Context: an optimization exercise on an open-source flow, tuned for small area and a short achievable clock period. The choices shown serve that exercise and are no tape-out recipe. The RTL was checked by simulation tests, not by an equivalence proof against the original design. Power figures rest on the tool's default switching activity, not on a simulated workload.

## unified_computing_system
module unified_computing_system (
    input      [15:0] d_a, input [15:0] d_b, input [1:0] op_code,
    input clk, input rstn, input en_a, input en_b, input en_result,
    input cin, input bin,
    output reg [31:0] result, output reg [15:0] remainder,
    output reg cout, output reg bout, output reg overflow_flag, output reg error_flag);
  reg [15:0] qa, qb;
  always @(posedge clk) begin
    if (!rstn) begin qa <= 16'b0; qb <= 16'b0; end
    else begin if (en_a) qa <= d_a; if (en_b) qb <= d_b; end
  end
  wire sub = op_code[0];
  wire [15:0] bx = qb ^ {16{sub}};
  wire ci = sub ? ~bin : cin;
  wire [16:0] as_sum = {1'b0, qa} + {1'b0, bx} + {16'b0, ci};
  wire as_c = as_sum[16] ^ sub;
  wire as_ovf = (qa[15] == bx[15]) & (as_sum[15] != qa[15]);
  wire pp0_0 = qa[0] & qb[0];
  wire pp0_1 = qa[1] & qb[0];
  wire pp0_2 = qa[2] & qb[0];
  wire pp0_3 = qa[3] & qb[0];
  wire pp0_4 = qa[4] & qb[0];
  wire pp0_5 = qa[5] & qb[0];
  wire pp0_6 = qa[6] & qb[0];
  wire pp0_7 = qa[7] & qb[0];
  wire pp0_8 = qa[8] & qb[0];
  wire pp0_9 = qa[9] & qb[0];
  wire pp0_10 = qa[10] & qb[0];
  wire pp0_11 = qa[11] & qb[0];
  wire pp0_12 = qa[12] & qb[0];
  wire pp0_13 = qa[13] & qb[0];
  wire pp0_14 = qa[14] & qb[0];
  wire pp0_15 = qa[15] & qb[0];
  wire pp1_0 = qa[0] & qb[1];
  wire pp1_1 = qa[1] & qb[1];
  wire pp1_2 = qa[2] & qb[1];
  wire pp1_3 = qa[3] & qb[1];
  wire pp1_4 = qa[4] & qb[1];
  ...
Size in the first run: roughly 4000 cells after synthesis, ~84 flip-flops, roughly 93 I/O pins, ~25000 um^2 of cells after synthesis.
export LEC_CHECK = 0
export ABC_AREA = 1
export CAP_MARGIN = 20
export CORE_MARGIN = 2
export CORE_UTILIZATION = 70
export SLEW_MARGIN = 20
create_clock -name core_clock -period 26.0 [get_ports {clk}]
standard.sh (not shown) runs the stock make flow with config.mk's settings and CLKGATE_MAP_FILE= SYNTH_SCRIPT=/design/flow/synth_recipe.tcl, a recipe that flattens the netlist after the stock synthesis.
==> flow/flow/run.sh <==
#!/bin/bash
# Standard ORFS layout, with a larger setup repair margin and minimum-size port buffers.
set -euo pipefail
bash standard.sh SETUP_SLACK_MARGIN=16 "BUFFER_PORTS_ARGS=-buffer_cell sky130_fd_sc_hd__buf_1" "SYNTH_ARGS=-noabc" finish > standard_flow.log 2>&1
The baseline aborted during 5_1_grt with GRT-0232.
==> next run, changes <==
==> flow/flow/run.sh (replaced) <==
#!/bin/bash
# Standard ORFS layout, with a larger setup repair margin and minimum-size port buffers.
set -euo pipefail
bash standard.sh SETUP_SLACK_MARGIN=18 "BUFFER_PORTS_ARGS=-buffer_cell sky130_fd_sc_hd__buf_1" "SYNTH_ARGS=-noabc" finish > standard_flow.log 2>&1
Settings changed: CORE_UTILIZATION 70 to 60.
With this change the flow went through all stages and came out clean.
Synthesized cell count does not change.
Area after synthesis stays the same.

--- another note on this design; it stands on its own ---

==> run a: inputs <==
==> flow/design.v (excerpt) <==
module unified_computing_system (
    input      [15:0] d_a, input [15:0] d_b, input [1:0] op_code,
    input clk, input rstn, input en_a, input en_b, input en_result,
    input cin, input bin,
    output reg [31:0] result, output reg [15:0] remainder,
    output reg cout, output reg bout, output reg overflow_flag, output reg error_flag);
clock: 26.0 ns
lec_check: 0
abc_area: 1
cap_margin: 20
core_margin: 2
core_utilization: 60
slew_margin: 20
standard.sh (not shown) runs the stock make flow with config.mk's settings and CLKGATE_MAP_FILE= SYNTH_SCRIPT=/design/flow/synth_recipe.tcl, a recipe that flattens the netlist after the stock synthesis.
==> flow/flow/run.sh <==
#!/bin/bash
# Standard ORFS layout, with a larger setup repair margin and minimum-size port buffers.
set -euo pipefail
bash standard.sh SETUP_SLACK_MARGIN=14 "BUFFER_PORTS_ARGS=-buffer_cell sky130_fd_sc_hd__buf_1" "SYNTH_ARGS=-noabc" finish > standard_flow.log 2>&1
==> inputs of run b, as changes to run a <==
==> flow/flow/run.sh (replaced) <==
#!/bin/bash
# Standard ORFS layout with: a custom ABC mapping script in synthesis (registers untouched),
# a larger setup repair margin, and minimum-size port buffers.
set -euo pipefail
W=$(pwd)
bash standard.sh "SYNTH_SCRIPT=$W/flow/synth_custom_abc.tcl" "CUSTOM_ABC_SCRIPT=$W/flow/abc_map.script" SYNTH_ARGS=-noabc SETUP_SLACK_MARGIN=10 "BUFFER_PORTS_ARGS=-buffer_cell sky130_fd_sc_hd__buf_1" finish > standard_flow.log 2>&1
==> flow/flow/abc_map.script (new file) <==
strash
dch
map -B 0.9
topo
dnsize -c
==> flow/flow/synth_custom_abc.tcl (new file) <==
# The standard synthesis script (synth_recipe.tcl), except that the final ABC
# technology mapping uses flow/abc_map.script instead of ORFS's ABC script.
proc synth {args} { yosys synth -nofsm -noshare {*}$args }
proc abc {args} {
  set i [lsearch -exact $args -script]
  if {$i >= 0} { lset args [expr {$i+1}] $::env(CUSTOM_ABC_SCRIPT) }
  yosys abc {*}$args
}
source $::env(SCRIPTS_DIR)/synth.tcl
# left out here: clear keep_hierarchy, flatten, clean up, hide names made inside functions, write 1_2_yosys.v
==> notes.md <==
	run a	run b
Area occupied by multi-input gates	20000 um^2	18400 um^2
Area fraction of the dominant cell type after synthesis	22.0%	24.2%
Result of the run	no timing/DRC/antenna violations	no timing/DRC/antenna violations
Launching instance or port of the critical path	qb[4]	qb[10]
Final clock-cell share	1.08%	1.31%
Period minus WS final	12.21 ns	14.76 ns
Synthesized netlist net count	4233	4061
Post-Synth Adder-Cell Area	26.1%	28.3%
Sum of internal, switching and leakage power	2.76 mW	2.28 mW
Most common cell on crit path	sky130_fd_sc_hd__fa_2	sky130_fd_sc_hd__nand2_1
Proportion of power drawn by the clock network	5.0%	6.5%
Leak pwr	15.7 nW	11.9 nW
Initial core utilization	60.5%	60.7%
Area taken by flip-flops and latches	1720 um^2	1690 um^2
Placement-stage cell area	24500 um^2	23600 um^2
Global routing usage summed across all routing layers	42.2%	44.8%
Fillcell total	3618	3346
Global routing met3 resource utilization	7.06%	8.73%
Sequential share of the synthesized area	7.01%	7.60%
Horiz. Die Dim	204 um	196 um
Simple-gate share of the synthesized area	41.4%	41.3%
Chip Height	204 um	196 um
Synth cell types	60	33
Layout area overhead	12.5%	8.88%
Sequential portion of the cell area	6.37%	7.02%
Layout cells sized above 1	15.5%	3.68%
Met1 demand-to-capacity share in global routing	53.4%	52.3%

## static timing again, ports no longer ideal
Ports are ideal in the flow. The routed layouts listed here were re-timed in OpenROAD. Step 1 sets driving cells, clkbuf_16 on the clock port and buf_2 on the other inputs (assumed; they add their load-dependent delay and slew). Step 2 moves the port delays by t, midway between the first and last clock arrival at a register: inputs arrive t later, outputs are due t later. That takes back most of the time a late clock gives input paths. Slacks: no drivers / after step 1 / after step 2; pairs: no drivers / after step 1.
run | t (ns) | setup slack, ns | slew at the worst register clock pin (ns) | cell pins on the clock port's net
the second run of note 1 | 0.464 | 14.572 / 14.572 / 14.572 | 0.11 / 0.11 | 1
run a | 0.415 | 13.790 / 13.790 / 13.790 | 0.07 / 0.07 | 1
run b | 0.441 | 11.239 / 11.239 / 11.239 | 0.09 / 0.09 | 1
After both steps setup and hold are still met in every run listed.
